Source: an optimization exercise on an open RTL-to-GDS flow (aim: small area and a short achievable clock period). Production flows keep margins and buffers that such runs may drop.
In this exercise RTL edits were held to simulation tests only and were not proved equivalent to the original.
No activity file was given, so power comes from the tool's default toggle rates.

[flow/design.v]
module myCPU (
    input         cpu_rst,
    input         cpu_clk,
    output [31:0] pc,
    input  [31:0] instruction,
    output [31:0] perip_addr,
    output        perip_wen,
    output [1:0]  perip_mask,
    output [31:0] perip_wdata,
    input  [31:0] perip_rdata
);
    wire rst = cpu_rst;
    wire clk = cpu_clk;
    reg  [31:0] PC;
    reg  [31:0] fI;          
    reg         fSF;         
    reg  [31:0] xD1, xD2;    
    reg  [31:0] xT;          
    reg  [4:0]  xRD;
    reg         xRDEN, xEN1, xEN2, xSF;
    reg         xSelf1, xSelf2;  
    reg         xImm, xSubA, xAlt, xBr, xJal, xJalr, xSelT, xSelL;
    reg  [2:0]  xF3;
    reg  [4:0]  xMOP;
    reg         dep1ex, dep1mem, dep2ex, dep2mem;
    reg  [31:0] mR, mDW;
    reg  [4:0]  mRD;
    reg         mWB, mSF;
    reg  [4:0]  mMOP;
    reg  [31:0] wR;
    reg  [4:0]  wRD;
    reg         wWB, wE1;
    reg  [31:0] RF [1:31];
    reg  [31:1] V;
    wire [31:0] ins = fSF ? 32'h00000013 : fI;
    wire [6:0] op  = ins[6:0];
    wire [2:0] f3  = ins[14:12];
    wire [4:0] rd  = ins[11:7];
    wire [4:0] rs1 = ins[19:15];
    wire [4:0] rs2 = ins[24:20];
    wire is_r     = (op == 7'b0110011);
    wire is_ialu  = (op == 7'b0010011);
    wire is_load  = (op == 7'b0000011);
    wire is_jalr  = (op == 7'b1100111);
    wire is_store = (op == 7'b0100011);
    wire is_br    = (op == 7'b1100011);
    wire is_lui   = (op == 7'b0110111);
    wire is_auipc = (op == 7'b0010111);
    wire is_jal   = (op == 7'b1101111);
    wire is_i     = is_ialu | is_load | is_jalr;
    wire is_u     = is_lui | is_auipc;
    wire [31:0] i_imm = {{20{ins[31]}}, ins[31:20]};
    wire [31:0] s_imm = {{20{ins[31]}}, ins[31:25], ins[11:7]};
    wire [31:0] b_imm = {{20{ins[31]}}, ins[7], ins[30:25], ins[11:8], 1'b0};
    wire [31:0] u_imm = {ins[31:12], 12'b0};
    wire [31:0] j_imm = {{12{ins[31]}}, ins[19:12], ins[20], ins[30:21], 1'b0};
    wire [31:0] imm = is_i ? i_imm : is_store ? s_imm : is_br ? b_imm :
                      is_u ? u_imm : is_jal ? j_imm : 32'b0;
    wire d_rden = !is_store && !is_br;
    wire d_en1  = !is_u && !is_jal && (rs1 != 5'b0);
    wire d_en2  = is_r || is_store || is_br;
    reg [2:0] d_mop;
    always @(*) begin
        d_mop = 3'b111;
        if (is_load && (f3 == 3'b000 || f3 == 3'b001 || f3 == 3'b010 || f3 == 3'b100 || f3 == 3'b101))
            d_mop = f3;
        if (is_store && (f3 == 3'b000 || f3 == 3'b001 || f3 == 3'b010))
            d_mop = f3;
    end
    wire [31:0] pcm4 = {PC[31:2] - 30'd1, PC[1:0]};
    wire [31:0] d_t = (is_br | is_jal | is_auipc) ? (pcm4 + imm) : imm;
    wire byp1 = wWB && (wRD == rs1);
    wire byp2 = wWB && (wRD == rs2);
    wire r2nz = d_en2 && (rs2 != 5'b0);
    wire g1 = d_en1 && !byp1;
    wire g2 = r2nz && !byp2;
    wire t1 = d_en1 && byp1;
    wire t2 = r2nz && byp2;
    reg [31:0] d_d1, d_d2;
    integer k;
    always @(*) begin
        d_d1 = t1 ? wR : 32'b0;
        d_d2 = t2 ? wR : 32'b0;
        for (k = 1; k < 32; k = k + 1) begin
            d_d1 = d_d1 | ((g1 && V[k] && rs1 == k) ? RF[k] : 32'b0);
            d_d2 = d_d2 | ((g2 && V[k] && rs2 == k) ? RF[k] : 32'b0);
        end
    end
    wire [31:0] fwd1 = dep1ex ? mR : dep1mem ? wR : xD1;
    wire [31:0] fwd2 = dep2ex ? mR : dep2mem ? wR : xD2;
    wire [31:0] a = fwd1;
    wire [31:0] b = xImm ? xT : fwd2;
    wire [32:0] sum33 = {1'b0, a} + {1'b0, (xSubA ? ~b : b)} + {32'b0, xSubA};
    wire [31:0] sum = sum33[31:0];
    wire ltu = !sum33[32];
    wire lt  = (a[31] ^ b[31]) ? a[31] : sum[31];
    wire eq  = (a == b);
    wire [4:0] sh = b[4:0];
    wire sh_left = (xF3 == 3'b001);
    reg  [31:0] a_rev, shr_rev;
    integer n;
    always @(*) for (n = 0; n < 32; n = n + 1) a_rev[n] = a[31-n];
    wire [31:0] sh_in = sh_left ? a_rev : a;
    wire signed [32:0] sh_ext = {xAlt & !sh_left & a[31], sh_in};
    wire signed [32:0] sh_out = sh_ext >>> sh;
    wire [31:0] shr = sh_out[31:0];
    always @(*) for (n = 0; n < 32; n = n + 1) shr_rev[n] = shr[31-n];
    reg  [31:0] alu;
    always @(*) begin
        case (xF3)
            3'b000: alu = sum;
            3'b001: alu = shr_rev;
            3'b010: alu = {31'b0, lt};
            3'b011: alu = {31'b0, ltu};
            3'b100: alu = a ^ b;
            3'b101: alu = shr;
            3'b110: alu = a | b;
            default: alu = a & b;
        endcase
    end
    wire [31:0] exres = xSelT ? xT : xSelL ? pcm4 : alu;
    reg cond;
    always @(*) begin
        case (xF3)
            3'b000: cond = eq;
            3'b001: cond = !eq;
            3'b100: cond = lt;
            3'b101: cond = !lt;
            3'b110: cond = ltu;
            3'b111: cond = !ltu;
            default: cond = 1'b0;
        endcase
    end
    wire taken = xJal | (xBr & cond);
    wire [31:0] jx = a ^ xT ^ pcm4;
    wire [31:0] jk = (a & xT) | ((a ^ xT) & ~pcm4);
    wire jalr_same = (jx == {jk[30:0], 1'b0});
    wire flush = !xSF && (xJalr ? !jalr_same : (taken && (xT != pcm4)));
    wire stall = !xSF && mMOP[4] && (dep1ex || dep2ex);
    wire [31:0] cpc = xJalr ? sum : xT;
    always @(posedge clk) begin
        if (rst) PC <= 32'b0;
        else if (!stall) PC <= flush ? cpc : PC + 32'd4;
    end
    always @(posedge clk) begin
        if (rst) fSF <= 1'b1;
        else fSF <= flush;
        if (!stall) fI <= instruction;
    end
    wire [4:0] rdx = xRD;
    always @(posedge clk) begin
        if (rst || flush) begin
            xRD <= 5'b0;
            xRDEN <= 1'b0; xEN1 <= 1'b0; xEN2 <= 1'b0;
            xSelf1 <= 1'b0; xSelf2 <= 1'b0;
            xImm <= 1'b1; xSubA <= 1'b0; xAlt <= 1'b0; xF3 <= 3'b000;
            xBr <= 1'b0; xJal <= 1'b0; xJalr <= 1'b0; xSelT <= 1'b0; xSelL <= 1'b0;
            xMOP <= 5'b0;
        end else if (!stall) begin
            xRD <= rd;
            xRDEN <= d_rden; xEN1 <= d_en1; xEN2 <= d_en2;
            xSelf1 <= (rs1 == rd) && d_en1 && d_rden;
            xSelf2 <= (rs2 == rd) && d_en2 && d_rden;
            xImm <= is_i | is_store;
            xSubA <= (is_r & (f3 == 3'b000) & ins[30]) | ((is_r | is_ialu) & (f3[2:1] == 2'b01)) | is_br;
            xAlt <= ins[30];
            xF3 <= (is_r | is_ialu | is_br) ? f3 : 3'b000;
            xBr <= is_br; xJal <= is_jal; xJalr <= is_jalr;
            xSelT <= is_u; xSelL <= is_jal | is_jalr;
            xMOP <= {is_load, is_store, d_mop};
        end
        if (rst) xSF <= 1'b1;
        else xSF <= fSF | flush;
    end
    always @(posedge clk) begin
        if (rst || flush) begin
            dep1ex <= 1'b0; dep1mem <= 1'b0; dep2ex <= 1'b0; dep2mem <= 1'b0;
        end else if (stall) begin
            dep1ex <= xSelf1;
            dep2ex <= xSelf2;
            dep1mem <= dep1ex;
            dep2mem <= dep2ex;
        end else begin
            dep1ex <= (rs1 == xRD) && d_en1 && xRDEN;
            dep2ex <= (rs2 == xRD) && d_en2 && xRDEN;
            dep1mem <= (rs1 == mRD) && d_en1 && mWB;
            dep2mem <= (rs2 == mRD) && d_en2 && mWB;
        end
    end
    always @(posedge clk) begin
        if (!stall) begin
            xD1 <= d_d1;
            xD2 <= d_d2;
            xT <= d_t;
        end
    end
    always @(posedge clk) begin
        mR <= exres;
        mRD <= xRD;
        if (rst) begin
            mWB <= 1'b0; mSF <= 1'b1; mMOP <= 5'b0; mDW <= 32'b0;
        end else begin
            mWB <= xRDEN; mSF <= xSF | stall; mMOP <= xMOP;
            mDW <= xMOP[3] ? fwd2 : 32'b0;
        end
    end
    wire is_mem = mMOP[4] | mMOP[3];
    wire [31:0] addr = is_mem ? mR : 32'b0;
    wire [2:0] mop = mMOP[2:0];
    reg [31:0] ld;
    always @(*) begin
        case (mop)
            3'b000: case (addr[1:0])
                2'b00: ld = {{24{perip_rdata[7]}},  perip_rdata[7:0]};
                2'b01: ld = {{24{perip_rdata[15]}}, perip_rdata[15:8]};
                2'b10: ld = {{24{perip_rdata[23]}}, perip_rdata[23:16]};
                default: ld = {{24{perip_rdata[31]}}, perip_rdata[31:24]};
            endcase
            3'b001: ld = addr[1] ? {{16{perip_rdata[31]}}, perip_rdata[31:16]} : {{16{perip_rdata[15]}}, perip_rdata[15:0]};
            3'b100: case (addr[1:0])
                2'b00: ld = {24'b0, perip_rdata[7:0]};
                2'b01: ld = {24'b0, perip_rdata[15:8]};
                2'b10: ld = {24'b0, perip_rdata[23:16]};
                default: ld = {24'b0, perip_rdata[31:24]};
            endcase
            3'b101: ld = addr[1] ? {16'b0, perip_rdata[31:16]} : {16'b0, perip_rdata[15:0]};
            default: ld = perip_rdata;
        endcase
    end
    reg [31:0] wd;
    always @(*) begin
        case (mop)
            3'b000: case (addr[1:0])
                2'b00: wd = {perip_rdata[31:8], mDW[7:0]};
                2'b01: wd = {perip_rdata[31:16], mDW[7:0], perip_rdata[7:0]};
                2'b10: wd = {perip_rdata[31:24], mDW[7:0], perip_rdata[15:0]};
                default: wd = {mDW[7:0], perip_rdata[23:0]};
            endcase
            3'b001: wd = addr[1] ? {mDW[15:0], perip_rdata[15:0]} : {perip_rdata[31:16], mDW[15:0]};
            3'b010: wd = mDW;
            default: wd = perip_rdata;
        endcase
    end
    assign pc = PC;
    assign perip_addr = addr;
    assign perip_wen = mMOP[3];
    assign perip_mask = {mop[1], mop[1] | mop[0]};
    assign perip_wdata = wd;
    always @(posedge clk) begin
        wR <= mMOP[4] ? ld : mR;
        wRD <= mRD;
        if (rst) begin
            wWB <= 1'b0; wE1 <= 1'b0;
        end else begin
            wWB <= mWB & !mSF; wE1 <= mWB;
        end
    end
    always @(posedge clk) begin
        if (rst) V <= 31'b0;
        else if (wWB && wRD != 5'b0) V[wRD] <= 1'b1;
    end
    always @(posedge clk) begin
        if (wWB && wRD != 5'b0) RF[wRD] <= wR;
    end
endmodule
[flow/run.sh]
#!/bin/bash
# synth_recipe.tcl (not shown) runs the flow's synth.tcl, then flattens the netlist and writes it again
# the make line also repeats each setting of config.mk as NAME=value (left out here)
make -C /OpenROAD-flow-scripts/flow DESIGN_CONFIG=/design/flow/config.mk WORK_HOME=/design/flow/orfs CLKGATE_MAP_FILE= SYNTH_SCRIPT=/design/flow/synth_recipe.tcl finish
[flow/config.mk]
export PLATFORM = sky130hd
export DESIGN_NAME = myCPU
export DESIGN_NICKNAME = myCPU
export VERILOG_FILES = /design/flow/design.v
export SDC_FILE = /design/flow/constraint.sdc
export NUM_CORES = 4
export LEC_CHECK = 0
export CAP_MARGIN = 20
export CORE_MARGIN = 2
export CORE_UTILIZATION = 40
export SLEW_MARGIN = 20
[flow/constraint.sdc]
create_clock -name core_clock -period 13.0 [get_ports {cpu_clk}]
set_input_delay 2.6000 -clock core_clock [delete_from_list [all_inputs] [get_ports {cpu_clk}]]
set_output_delay 2.6000 -clock core_clock [all_outputs]
set_load 0.01 [all_outputs]
==> flow_summary.toml, run 1 <==
[status]
status = "no timing/DRC/antenna violations"

[route]
routed_via_density = 7.187
postRouteWirelength_mm = 355.9
drt_iter0_drc = 11594
routedWlPerCell_um = 41.52
first_pass_iters = 8
drc_errors = 0
ant_nets = 0
vias = 61591

[timing]
min_period_ns = 7.277
fin_skew_ns = 0.07434
slew-limit-headroom_pct = 18.88
maxSlewViolCount = 0
setup_tns_ns = 0
hold_slack_ns = 0.4341
setup_viol = 0
fmax_ghz = 0.1374
rsz0062_at_grt = "false"
finalCritPeriodShare_pct = 55.98
hold_viol = 0
worst_pin_slew_ns = 1.202

[global_routing]
track_usage_pct = 39.36
grt_overflow_total = 0
grt_pass1_wl_mm = 477.7
antenna_found_initial = 16
grt_pass1_vias = 58056
grt_max_degree = 80

[synthesis]
synth.cell_area_um2 = 69140
async_flop_share_pct = 0
syn-instance-count = 6096
synthesis.nets = 6336
yosysWarningCount = 1
ys_seq_area_share_pct = 54.64
synth-seq-cells = 1327
syn_avg_cell_area_um2 = 11.34
synth-edff-count = 1120
ys.flop_type = "edfxtp_1"
ys_types = 92

[die]
pin_count = 165
fp.dieH_um = 419.8
initial_utilization_pct = 40.26
core_area_um2 = 171700
die_w_um = 419.8
die_area_um2 = 176200
row_count = 152

[clocking]
cts_tree = "built"
cts_sinks = 1327
clk_pin_slew_ns = 0.06
cts_max_level = 4
post_cts_buffers = 0
post_cts_resized = 0
ctsHoldBuffers = 0
clock_latency_ns = 0.84
cts_buffer_depth = 3
cts_root_buf = "clkbuf_16"
numCtsBuffers = 145

[finish]
utilization_pct = 45.84
drive_gt1_share_pct = 10.10
most-common-layout-cells = "edfxtp_1 (1120), a22oi_1 (496), nor2_1 (407), a21oi_1 (322), nand2_1 (295)"
nets = 6374
layout_commonest_cell = "edfxtp_1"
design_area_um2 = 78720
syn2layout_area_growth_pct = 13.86

[placement]
place_congestion = 1.025
dp_hpwl_mm = 210.8
portBuffers = 164
place_area_um2 = 73850

[worst_setup_path]
arrival_ns = 7.97
startpoint_type = "flop"
r2r_slack_ns = 5.72
cp-end-kind = "flop"
timing_worst_setup_path_type = "reg2reg"
crit_required_ns = 13.70
crit_fanout = 79

[pwr]
powerDensity_nw_per_um2 = 126.3
total_leakage_power_nw = 27.43
ir_drop_mv = 0.1577

[flow_run]
drv_cap = 0

[worst_hold_path]
hold_class = "reg2reg"
==> kinds of logic after synthesis <==
| group | Yosys count | synth area share (%) |
|---|---|---|
| compound gates | 1937 | 20.55 |
| xor+xnor | 206 | 2.610 |
| fa+ha+maj | 174 | 3.507 |
| buf+inv | 635 | 3.513 |
| flops | 1327 | 54.64 |
| mux | 253 | 3.884 |
| simple gates | 1564 | 11.30 |
==> per-stage QoR <==
step / std cells / power (W) / setup WS (ns)
finish: 8570 / 0.009941 / 5.723
floorplan: 6096 / 0.005332 / 7.046
global route: 8561 / 0.01013 / 5.355
detailed placement: 8297 / 0.005734 / 5.989
global placement: 8297 / 0.005736 / 6.186
CTS: 8560 / 0.009895 / 5.919
==> flip-flops by register name, indices dropped and copies added (netlist names), 31 cells and up <==
| register | flops |
|---|---|
| PC | 32 |
| RF | 992 |
| V | 31 |
| fI | 32 |
| mDW | 32 |
| mR | 32 |
| wR | 32 |
| xD1 | 32 |
| xD2 | 32 |
| xT | 32 |
==> power by group <==
group / switching, W / total [W] / internal, W
clock network: 0.00187 / 0.00426 / 0.00239
logic: 0.000593 / 0.000879 / 0.000286
registers: 0.000100 / 0.00481 / 0.00471
==> worst max-delay path, stage by stage, from the launching register on <==
cell and delay (ns):
dfxtp_2 0.31, buf_4 0.50, or3b_2 0.53, o311ai_4 0.08
buf_4 0.44, inv_4 0.22, mux2i_2 0.27, fa_1 0.51
nor2b_1 0.18, o31a_1 0.21, o211ai_1 0.23, a21oi_1 0.27
a311oi_1 0.15, o41ai_1 0.68, xnor2_1 0.19, o211ai_1 0.20
o21ai_4 0.22, buf_4 0.66, nand2_1 0.80, a211oi_1 0.40
==> path summary, 6_finish.rpt <==
| check | start | end | depth (start not counted) |
|---|---|---|---|
| hold / removal | mRD[0] | wRD[0] | 0 |
| setup reg to reg | dep2ex | xRDEN | 19 |
| hold reg to reg | mRD[0] | wRD[0] | 0 |
| setup / recovery | dep2ex | xRDEN | 19 |
==> cell usage after synthesis (47+ instances only) <==
cell type / count / share of area [%]
a21oi_1: 323 / 2.3
xor2_1: 67 / 0.85
dfxtp_1: 207 / 6.0
a221oi_1: 288 / 3.6
nand3_1: 163 / 1.2
mux2i_1: 193 / 2.8
nor2_1: 445 / 2.4
or3_1: 65 / 0.59
nand2_1: 295 / 1.6
o21ai_0: 191 / 1.4
nor4_1: 47 / 0.43
a22o_1: 278 / 3.5
and3_1: 94 / 0.85
mux2_2: 51 / 0.83
xnor2_1: 139 / 1.8
a22oi_1: 496 / 5.4
edfxtp_1: 1120 / 49
ha_1: 141 / 2.6
nor3_1: 93 / 0.67
inv_1: 137 / 0.74
clkbuf_1: 407 / 2.2
nand4_1: 183 / 1.7
buf_1: 58 / 0.31
==> layer usage <==
metal  share of wire [%]  GRT usage [%]
met4                 9.9          31.15
met1                  34          46.28
met2                  42          58.26
met5               0.098         0.8614
met3                  14          13.94
==> final cells by class <==
class | count | area [um2]
Antenna cell | 10 | 25.02
Clock buffer | 188 | 3905
Clock inverter | 75 | 933.4
Fill cell | 15628 | 93010
Inverter | 148 | 563.0
Multi-Input combinational cell | 4134 | 29370
Sequential cell | 1327 | 37790
Tap cell | 2310 | 2890
Timing Repair Buffer | 378 | 3243
==> run 2, diff against run 1 <==
==> flow/flow/run.sh (new file) <==
#!/bin/bash
# Standard synthesis and layout; the layout's timing repair aims for extra setup
# slack so that the design reaches a shorter period than the 13 ns clock asks for.
set -euo pipefail
bash standard.sh synth > synth.log 2>&1
bash standard.sh SETUP_SLACK_MARGIN=6.8 finish > layout.log 2>&1
==> flow/standard.sh (new file) <==
#!/bin/bash
# synth_recipe.tcl (not shown) runs the flow's synth.tcl, then flattens the netlist and writes it again
# the make line also repeats each setting of config.mk as NAME=value (left out here)
make -C /OpenROAD-flow-scripts/flow DESIGN_CONFIG=/design/flow/config.mk WORK_HOME=/design/flow/orfs CLKGATE_MAP_FILE= SYNTH_SCRIPT=/design/flow/synth_recipe.tcl "${@:-finish}"
removed: flow/run.sh
==> flow_summary.toml, run 2 <==
[worst_setup_path]
crit_required_ns = 10.40
path_buf_inv = 2
max_stage_delay_ns = 0.40
cpMostUsedCell = "dlygate4sd2_1"
worst_path_max_delay_cell = "a221o_1"
arrival_ns = 3.58
critPathTopFamily = "buffers and inverters"
timing_worst_setup_path_type = "in2out"
crit_fanout = 3
startpoint_type = "input port"
cp-end-kind = "output pin"
path_cells = "dlygate4sd2_1, a221o_1, dlygate4sd2_1"

[route]
vias = 61740
ant_nets = 0
drc_errors = 0
routedWlPerCell_um = 41.56
drt_iter0_drc = 11660
routed_via_density = 7.203
first_pass_iters = 10
postRouteWirelength_mm = 356.3

[synthesis]
synth_top_area_share_pct = 48.64
async_flop_share_pct = 0
synth-edff-count = 1120
synth_top_area_cell = "edfxtp_1"
syn-instance-count = 6096
synth_most_common_cell = "edfxtp_1"
ys_types = 92
synth.area.top_cells = "edfxtp_1 (49%), dfxtp_1 (6.0%), a22oi_1 (5.4%)"
netlist_top_cells_count = "edfxtp_1 (1120), a22oi_1 (496), nor2_1 (445)"
ys_seq_area_share_pct = 54.64
synth.cell_area_um2 = 69140
synth-seq-cells = 1327
yosysWarningCount = 1
syn_avg_cell_area_um2 = 11.34
synthesis.nets = 6336
ys.flop_type = "edfxtp_1"

[global_routing]
antenna_found_initial = 16
grt_overflow_total = 0
track_usage_pct = 39.38
grt_pass1_wl_mm = 478.0
grt_max_degree = 80
grt_pass1_vias = 58126

[pwr]
powerDensity_nw_per_um2 = 126.0
total_leakage_power_nw = 27.62
ir_drop_mv = 0.1587

[finish]
layout_commonest_cell = "edfxtp_1"
drive_gt1_share_pct = 10.68
nFillCells = 15635
nets = 6378
area.sequential_um2 = 37800
syn2layout_area_growth_pct = 14.04
most-common-layout-cells = "edfxtp_1 (1120), a22oi_1 (496), nor2_1 (403), a21oi_1 (322), nand2_1 (291)"
multiInputGateArea_um2 = 29470
instances_no_fill = 8572
largest_reg_flops = 992
regMostFlops = "RF"

[timing]
finalCritPeriodShare_pct = 47.54
setup_tns_ns = 0
slew-limit-headroom_pct = 16.13
maxSlewViolCount = 0
hold_slack_ns = 0.4346
fin_skew_ns = 0.07206
setup_viol = 0
min_period_ns = 6.180
rsz0062_at_grt = "false"
worst_pin_slew_ns = 1.256
hold_viol = 0
fmax_ghz = 0.1618

[placement]
dpl.cell_count = 8297
dp_hpwl_mm = 210.8
place_congestion = 1.025
portBuffers = 164

[die]
initial_utilization_pct = 40.26
die_w_um = 419.8
pin_count = 165
row_count = 152
core_area_um2 = 171700
fp.dieH_um = 419.8
die_area_um2 = 176200

[status]
status = "no timing/DRC/antenna violations"

[clocking]
clk_pin_slew_ns = 0.06
cts_buffer_depth = 3
cts_root_buf = "clkbuf_16"
numCtsBuffers = 145
ctsHoldBuffers = 0
cts_max_level = 4
clock_latency_ns = 0.84
cts_tree = "built"
cts_sinks = 1327

[flow_run]
drv_cap = 0

[worst_hold_path]
hold_class = "reg2reg"
==> run 2: changes by cell type in the layout (fill, tap and decap cells not counted), sizes merged <==
cell           previous run  this run
clkinv                   65        64
clkdlybuf4s50           163       112
dlygate4sd2               0        28
dlymetal6s2s              0         5
a31oi                    36        37
clkbuf                  188       195
clkdlybuf4s15             0        11
buf                     215       218
diode                    10         8
inv                     142       143
==> run 2: layout make-up <==
class	count	share of cell area (%)
Inverter	148	0.7173
Sequential cell	1327	47.94
Antenna cell	8	0.02539
Tap cell	2310	3.666
Clock buffer	188	4.953
Timing Repair Buffer	381	4.137
Multi-Input combinational cell	4135	37.38
Clock inverter	75	1.184
==> run 2: cells by family after synthesis <==
family          Yosys count  synth area share (%)
flops                  1327                 54.64
compound gates         1937                 20.55
mux                     253                 3.884
simple gates           1564                 11.30
fa+ha+maj               174                 3.507
xor+xnor                206                 2.610
buf+inv                 635                 3.513
==> run 2: report_power, final <==
| part | switching [W] | internal, W | leakage, nW |
|---|---|---|---|
| sequential | 0.000101 | 0.00471 | 12.5 |
| combinational | 0.000595 | 0.000281 | 12.8 |
| clock | 0.00186 | 0.00239 | 2.33 |
| total | 0.00256 | 0.00738 | 27.6 |
==> run 2: timing repair <==
item	4_1_cts	5_1_grt
gates resized for setup	95	29
cloned	1	0
setup endpoints to repair	97	87
endpoints found under the hold margin	0	0
pin swaps	1	2
setup buffers	1	2
==> run 2: layer usage <==
layer	vias up	GRT usage, %	wire, um
met5	-	0.8614	436
met2	5664	58.32	150100
met4	16	31.17	36540
met3	1714	13.93	48670
met1	30082	46.28	120500
li1	24264	-	-
==> run 2: final timing paths <==
kind | startpoint | endpoint | slack [ns] | depth (start not counted)
worst max-delay path | perip_rdata[10] | perip_wdata[10] | 6.82 | 3
worst min-delay path | mRD[0] | wRD[0] | 0.43 | 0
worst max register to register | dep2ex | mR[26] | 7.07 | 18
worst min register to register | mRD[0] | wRD[0] | 0.43 | 0
==> run 2: stage by stage <==
stage | area, um2 | utilization (%) | worst slack, ns | power, W
6_report | 78850 | 45.91 | 6.820 | 0.009936
5_1_grt | 78830 | 45.90 | 6.802 | 0.01013
4_1_cts | 78770 | 45.87 | 6.629 | 0.009893
3_5_place_dp | 73850 | 43.00 | 5.989 | 0.005734
3_3_place_gp | 73850 | 43.00 | 6.186 | 0.005736
2_1_floorplan | 69140 | - | 7.046 | 0.005332
==> run 2: worst reg2reg max path, cell delays in order, from the launching register on <==
cell      delay [ns]
dfxtp_2         0.32
buf_6           0.37
or3b_2          0.56
o311ai_4        0.09
buf_6           0.35
inv_4           0.20
mux2i_2         0.27
fa_1            0.51
nor2b_1         0.18
o31a_1          0.23
o211ai_1        0.23
a211oi_1        0.50
a21oi_1         0.23
o21ai_0         0.32
a21o_1          0.17
a21oi_1         0.07
xnor2_1         0.39
nand2_1         0.21
a221oi_1        0.51

==> afterwards: timing with drivers on the ports <==
Ports are ideal in the flow. The routed layouts listed here were re-timed in OpenROAD. Step 1, drivers: a clkbuf_16 drives cpu_clk and a buf_2 each remaining input, both assumed. Step 2 adds t to the input delays and takes it off the output delays; t is the mean of the earliest and latest rising clock arrival at the registers after step 1. Input paths then give back, and output paths get back, about the clock's delay inside the block. Slacks: ideal ports / drivers / drivers and shift; pairs: ideal ports / drivers.
| run | t, ns | setup slack, ns | hold slack, ns | worst setup path at the end | latest minus earliest clock arrival (ns) |
|---|---|---|---|---|---|
| run 1 | 0.885 | 5.723 / 5.723 / 5.723 | 0.434 / 0.434 / 0.434 | register to register | 0.082 / 0.081 |
| run 2 | 0.885 | 6.820 / 6.789 / 6.789 | 0.435 / 0.435 / 0.435 | input to output | 0.073 / 0.073 |
After both steps every run listed still meets setup and hold. The setup slack of run 2, which loses most, moves by -0.031 ns with the drivers and by -0.031 ns with both steps.
